From an optimization exercise on the open Yosys and OpenROAD flow, aimed at small area; shortcuts taken in it are not production practice.
Only simulation tests tie the RTL to the original design; equivalence was not proved.
The flow treats the clock pin as an ideal source. Dropping or thinning the clock tree relies on that and would not hold on a real chip.
Power is estimated from default activity; no workload was simulated.

Design rotary_combination_lock, start of the top module:
module rotary_combination_lock(
    output wire LCD_E, LCD_RW, LCD_RS,
    output wire [3:0] SF_D,
    output wire [2:0] J1,
    input Clk,
    input Rst,
    input Center,
    input South,
    input wire rotA, rotB
);
export LEC_CHECK = 0
export ABC_AREA = 1
export CAP_MARGIN = 10
export CORE_MARGIN = 2
export CORE_UTILIZATION = 40
export GPL_TIMING_DRIVEN = 0
export SLEW_MARGIN = 10
create_clock -name core_clock -period 10.0 [get_ports {Clk}]
standard.sh (not shown) runs the stock make flow with config.mk's settings and CLKGATE_MAP_FILE= SYNTH_SCRIPT=/design/flow/synth_recipe.tcl, a recipe that flattens the netlist after the stock synthesis.
==> flow/flow/run.sh <==
#!/bin/bash
# Own layout flow: the standard ORFS flow (standard.sh) with
#  - synthesis run once per area-oriented ABC script in flow/abc_*.script
#    (in parallel, each in its own ORFS work folder syn_N/), keeping the
#    smallest netlist; only the combinational mapping differs between them,
#  - no extra synthesis buffer on the constant output, minimum-size port
#    buffers,
#  - a small hand-built clock buffer stage in place of TritonCTS
#    (flow/manual_cts.tcl).
# Each run's output goes to syn_N/synth.log and flow_standard.log here, and
# to the ORFS logs under syn_N/orfs/logs and orfs/logs.
set -euo pipefail
W=$PWD
R=results/sky130hd/rotary_combination_lock/base
mkscripts() {
  rm -rf "$1"
  cp -r "$FLOW_HOME/scripts" "$1"
  cp "$W/flow/manual_cts.tcl" "$1/manual_cts.tcl"
  sed -i 's|^log_cmd clock_tree_synthesis {\*}\$cts_args|source $::env(SCRIPTS_DIR)/manual_cts.tcl|' "$1/cts.tcl"
  grep -q manual_cts.tcl "$1/cts.tcl"
}
i=0
for s in "$W"/flow/abc_*.script; do
  i=$((i + 1))
  d="$W/syn_$i"
  rm -rf "$d"; mkdir -p "$d"
  mkscripts "$d/scripts"
  cp "$s" "$d/scripts/abc_area.script"
  sed "s|WORK_HOME=[^ ]*|WORK_HOME=$d/orfs|" standard.sh > "$d/std.sh"
  ( bash "$d/std.sh" SCRIPTS_DIR="$d/scripts" ADDER_MAP_FILE= SYNTH_INSBUF=0 synth > "$d/synth.log" 2>&1 || true ) &
done
wait
best=""; besta=""
for d in "$W"/syn_*; do
  f="$d/orfs/reports/sky130hd/rotary_combination_lock/base/synth_stat.txt"
  [ -f "$d/orfs/$R/1_synth.odb" ] && [ -f "$f" ] || continue
  a=$(grep -i "chip area for module" "$f" | awk '{print $NF}')
  echo "$d $a" >> "$W/flow_synth_choice.log"
  if [ -z "$best" ] || awk "BEGIN{exit !($a < $besta)}"; then best=$d; besta=$a; fi
done
[ -n "$best" ]
echo "chosen: $best $besta" >> "$W/flow_synth_choice.log"
rm -rf "$W/orfs"
cp -a "$best/orfs" "$W/orfs"
mkscripts "$W/scripts_mod"
cp "$best/scripts/abc_area.script" "$W/scripts_mod/abc_area.script"
export MCTS_N=${MCTS_N:-3}
export MCTS_CELL=${MCTS_CELL:-sky130_fd_sc_hd__clkbuf_8}
bash standard.sh SCRIPTS_DIR="$W/scripts_mod" ADDER_MAP_FILE= SYNTH_INSBUF=0 \
  "BUFFER_PORTS_ARGS=-buffer_cell sky130_fd_sc_hd__buf_1" \
  finish > "$W/flow_standard.log" 2>&1
Other scripts of this flow, unchanged in this note and not shown: flow/flow/abc_1.script, flow/flow/abc_2.script, flow/flow/abc_3.script, flow/flow/abc_4.script, flow/flow/manual_cts.tcl
The first run finished with timing, DRC and antenna clean.
Edit:
- CORE_UTILIZATION: 40 -> 60
The new run ran to the end with no violations. Final cell count shrinks by 6.3%. Power barely changes. Core utilization grows by 22 points. Synthesized cell count is unchanged. Global-route usage grows by 7.5 points. First-iteration DRC count grows by 7.8%. Clock power hardly moves. Wire length grows by 0.35%. Worst setup slack is worse by 0.16 ns. Maximum frequency shrinks by 3.3%. Clock skew hardly moves.
Edit:
- CORE_UTILIZATION: 60 -> 70
Result: Synthesized cell count does not change; die area decreases by about 13%; utilization grows by 12 points; worst setup slack is worse by 0.0034 ns; worst hold slack stays flat; cell count fell by about 1.1%; routed wire length shrinks by about 0.66%; total power falls by 1.0%; cell area barely changes; global-route usage grows by 3.1 points.
No run of this note takes its clock network from TritonCTS; it comes from the design's own scripts or RTL.

what the ideal ports hide:
The flow's constraints put no driver on any port. The routed layouts listed below were extracted and timed again, unchanged, in two steps. Step 1 assumes that a clkbuf_16 drives the clock port and a buf_2 every other input. Step 2 times the ports against the registers' clock, not the clock port: input delays grow and output delays shrink by t, the midpoint of the rising clock arrivals with the driver on. Three values: no drivers, after step 1, after step 2; two values: the first two.
run | shift t [ns] | setup slack, ns | latest minus earliest clock arrival (ns) | pins driven straight from the clock port
the first run | 0.215 | 5.200 / 5.209 / 4.993 | 0.015 / 0.015 | 3
the second run | 0.214 | 5.038 / 5.061 / 4.847 | 0.017 / 0.017 | 3
the third run | 0.209 | 5.034 / 5.050 / 4.841 | 0.010 / 0.010 | 3
After both steps setup and hold are still met in every run listed. For the first run, which loses most, drivers alone change the setup slack by +0.009 ns; drivers and shift together by -0.207 ns.
